This design comes from an exercise in tuning for small area and a short achievable clock period on the open sky130 flow, not from production work.
The RTL was checked by simulation tests, not by an equivalence proof against the original design.
Power and IR drop assume default switching activity.

== wip/umber ==
// CPU
module CPU(clock,reset,MemData,MemOut,rd,wr,PC,IR,MBR,AC,MAR,SR);
For scale: roughly 110 I/O pins, roughly 0.017 mm^2 of cells after synthesis.
export LEC_CHECK = 0
export ABC_AREA = 1
export CAP_MARGIN = 20
export CORE_MARGIN = 2
export CORE_UTILIZATION = 40
export SLEW_MARGIN = 20
export SYNTH_HIERARCHICAL = 1
create_clock -name core_clock -period 32.0 [get_ports {clock}]
standard.sh (not shown) runs the stock make flow with config.mk's settings and CLKGATE_MAP_FILE= SYNTH_SCRIPT=/design/flow/synth_recipe.tcl, a recipe that flattens the netlist after the stock synthesis.
==> flow/flow/run.sh <==
#!/bin/bash
set -euo pipefail
MARGIN=$(python3 -c "print(round(${FLOW_PERIOD_NS} - 11, 3))")
bash standard.sh SETUP_SLACK_MARGIN=$MARGIN "BUFFER_PORTS_ARGS=-buffer_cell sky130_fd_sc_hd__buf_1" finish > standard_flow.log 2>&1
The inputs of wip/indigo differ from those of wip/umber as listed below.
==> flow/flow/run.sh <==
#!/bin/bash
set -euo pipefail
MARGIN=$(python3 -c "print(round(${FLOW_PERIOD_NS} - 12, 3))")
bash standard.sh SETUP_SLACK_MARGIN=$MARGIN "BUFFER_PORTS_ARGS=-buffer_cell sky130_fd_sc_hd__buf_1" finish > standard_flow.log 2>&1
==> comparison <==
Diff wip/umber -> wip/indigo: relative area of non-clock buffer cells in the final design fell by 4.3 points; number of multi-input combinational cells in the layout fell by 0.42%; share of total power in combinational logic fell by 2.6 points. As far as number of pins exceeding their max-slew limit in the final report goes, wip/umber and wip/indigo are indistinguishable; the numbers are identical.
> inputs changed (wip/indigo -> wip/nickel)
==> flow/flow/run.sh <==
#!/bin/bash
set -euo pipefail
MARGIN=$(python3 -c "print(round(${FLOW_PERIOD_NS} - 12.5, 3))")
bash standard.sh SETUP_SLACK_MARGIN=$MARGIN "BUFFER_PORTS_ARGS=-buffer_cell sky130_fd_sc_hd__buf_1" finish > standard_flow.log 2>&1
Results
- In the flow results for wip/indigo and wip/nickel, the number of nets in the layout is smaller on wip/nickel.
- Diff wip/indigo -> wip/nickel: combinational power held, highest clock frequency the design can meet went down 2.1 MHz.
- Compared with wip/indigo, wip/nickel shows a power that is 0.0036 mW lower.
- Of wip/indigo and wip/nickel, wip/indigo shows the higher register-to-register slack, with wip/nickel below it.
Setup changes, wip/nickel to wip/amber
diff --git a/flow/flow/run.sh b/flow/flow/run.sh
--- a/flow/flow/run.sh
+++ b/flow/flow/run.sh
@@ -1,2 +1,4 @@
 #!/bin/bash
+# The standard layout (standard.sh: unchanged synthesis and steps) with two
+# settings passed to ORFS:
 set -euo pipefail
Results
Comparing wip/nickel against wip/amber, there is no change at all in fill cell total of the finished layout. Register-to-register slack delta (wip/nickel -> wip/amber): insignificant. Re area of combinational cells with multiple inputs: no difference whatsoever between wip/nickel and wip/amber. wip/amber vs. wip/nickel: worst-case headroom to the max-slew limit barely changed, non-clock buffer count about even, number of buffers added by the clock tree synthesis step closely matched the old numbers, routed length per placed instance comparable, share of power burned in combinational logic now sits at about the same level.

---

Setup of run A:
Another version of the RTL of CPU (not shown whole).
Size in the first run: roughly 3,000 cells after synthesis, ~110 I/O pins, ~17,000 µm² of cells after synthesis.
==> flow/config.mk <==
export PLATFORM = sky130hd
export DESIGN_NAME = CPU
export DESIGN_NICKNAME = CPU
export VERILOG_FILES = /design/flow/design.v
export SDC_FILE = /design/flow/constraint.sdc
export NUM_CORES = 4
export LEC_CHECK = 0
export ABC_AREA = 1
export CAP_MARGIN = 20
export CORE_MARGIN = 2
export CORE_UTILIZATION = 40
export GPL_ROUTABILITY_DRIVEN = 0
export SLEW_MARGIN = 20
export SYNTH_HIERARCHICAL = 1
==> flow/constraint.sdc <==
create_clock -name core_clock -period 32.0 [get_ports {clock}]
set_input_delay 6.4000 -clock core_clock [delete_from_list [all_inputs] [get_ports {clock}]]
set_output_delay 6.4000 -clock core_clock [all_outputs]
set_load 0.01 [all_outputs]
==> flow/flow/run.sh <==
#!/bin/bash
set -euo pipefail
MARGIN=$(python3 -c "print(round(${FLOW_PERIOD_NS} - 12, 3))")
bash standard.sh SETUP_SLACK_MARGIN=$MARGIN "BUFFER_PORTS_ARGS=-buffer_cell sky130_fd_sc_hd__buf_1" finish > standard_flow.log 2>&1
Looking at the reports, run A completed the entire flow and the layout it produced met the timing, DRC and antenna checks.
Changes in run B relative to run A:
--- a/flow/config.mk
+++ b/flow/config.mk
@@ -10,5 +10,4 @@
 export CORE_MARGIN = 2
 export CORE_UTILIZATION = 40
-export GPL_ROUTABILITY_DRIVEN = 0
 export SLEW_MARGIN = 20
 export SYNTH_HIERARCHICAL = 1
--- outcome ---
- Maximum cell stage delay along the critical path was lower in the run labelled run A.
- Via count of the first global-routing pass for run B is higher than for run A.
- | signed area change from the synthesized netlist to the final layout | run B vs run A | 0.84 points higher |
- Going from run A to run B, share of total power in combinational logic fell 0.3 points; number of filler cells placed in the layout up 41.
#### Input delta (run C over run B)
==> flow/flow/run.sh <==
#!/bin/bash
# The standard layout (standard.sh: unchanged synthesis and steps) with two
# settings passed to ORFS:
set -euo pipefail
MARGIN=$(python3 -c "print(round(${FLOW_PERIOD_NS} - 12.5, 3))")
bash standard.sh SETUP_SLACK_MARGIN=$MARGIN "BUFFER_PORTS_ARGS=-buffer_cell sky130_fd_sc_hd__buf_1" finish > standard_flow.log 2>&1
## What came out
In the flow results for run B and run C, the final total power is smaller on run C.
Compared with run B, aggregate routed wire length in run C decreased by a few percent.
Run B has higher detailed router's first-iteration violation count than run C.
Non-clock buffer count was lower in run C than in run B.
The detailed-route via count number comes out lower for run C vs run B.
Filler cell count delta for run C relative to run B: 54 higher
Re post-CTS repair timing setup buffer count: run B and run C aren't equal, and the lower value belongs to run C.
Total non-filler cell area in the finished layout in run C is 550 µm² lower than in run B
diff inputs: run C => run D
==> flow/flow/run.sh <==
#!/bin/bash
set -euo pipefail
MARGIN=$(python3 -c "print(round(${FLOW_PERIOD_NS} - 11.5, 3))")
bash standard.sh SETUP_SLACK_MARGIN=$MARGIN "BUFFER_PORTS_ARGS=-buffer_cell sky130_fd_sc_hd__buf_1" finish > standard_flow.log 2>&1
Results
Run D has completed all stages; timing, DRC and antenna checks passed.
Xor/xnor cell area share of the yosys netlist essentially unchanged between run C and run D.
Run D vs run C — filler cell count in the final layout dropped by a few percent
Measured against each other, run D and run C differ in initial DRC count, the lower figure coming from run C.
Run D vs. run C: total power divided by cell area went down by about 4.7%.
Re area added between synthesis and finish: run D is 6.8 points up on run C.

## re-timing with driven ports
How much do the figures lean on ideal ports? The routed layouts below were timed once more, with nothing changed but the port constraints.
Step 1 assumes that a clkbuf_16 drives the clock port and a buf_2 every other input.
Step 2, shift: input delay + t, output delay - t, t = (earliest + latest rising clock arrival at the registers) / 2. This alone moves slack from input paths to output paths.
a / b / c = no drivers / after step 1 / after step 2; a / b = the first two.
| run | t (ns) | setup slack, ns | slew at the worst register clock pin (ns) | worst slew at a driven data input, ns | cell pins on the clock port's net |
|---|---|---|---|---|---|
| wip/umber | 0.504 | 21.049 / 20.997 / 21.387 | 0.08 / 0.08 | 0.04 | 1 |
| wip/indigo | 0.507 | 20.353 / 20.298 / 20.805 | 0.08 / 0.08 | 0.04 | 1 |
| wip/nickel | 0.501 | 20.060 / 20.007 / 20.508 | 0.08 / 0.08 | 0.04 | 1 |
| wip/amber | 0.501 | 20.060 / 20.007 / 20.508 | 0.08 / 0.08 | 0.04 | 1 |
| run A | 0.500 | 20.535 / 20.480 / 20.910 | 0.07 / 0.07 | 0.05 | 1 |
| run B | 0.502 | 20.428 / 20.374 / 20.876 | 0.07 / 0.07 | 0.05 | 1 |
| run C | 0.499 | 20.143 / 20.090 / 20.589 | 0.07 / 0.07 | 0.05 | 1 |
| run D | 0.499 | 20.821 / 20.768 / 21.267 | 0.07 / 0.07 | 0.05 | 1 |
After both steps every run listed still meets setup and hold.
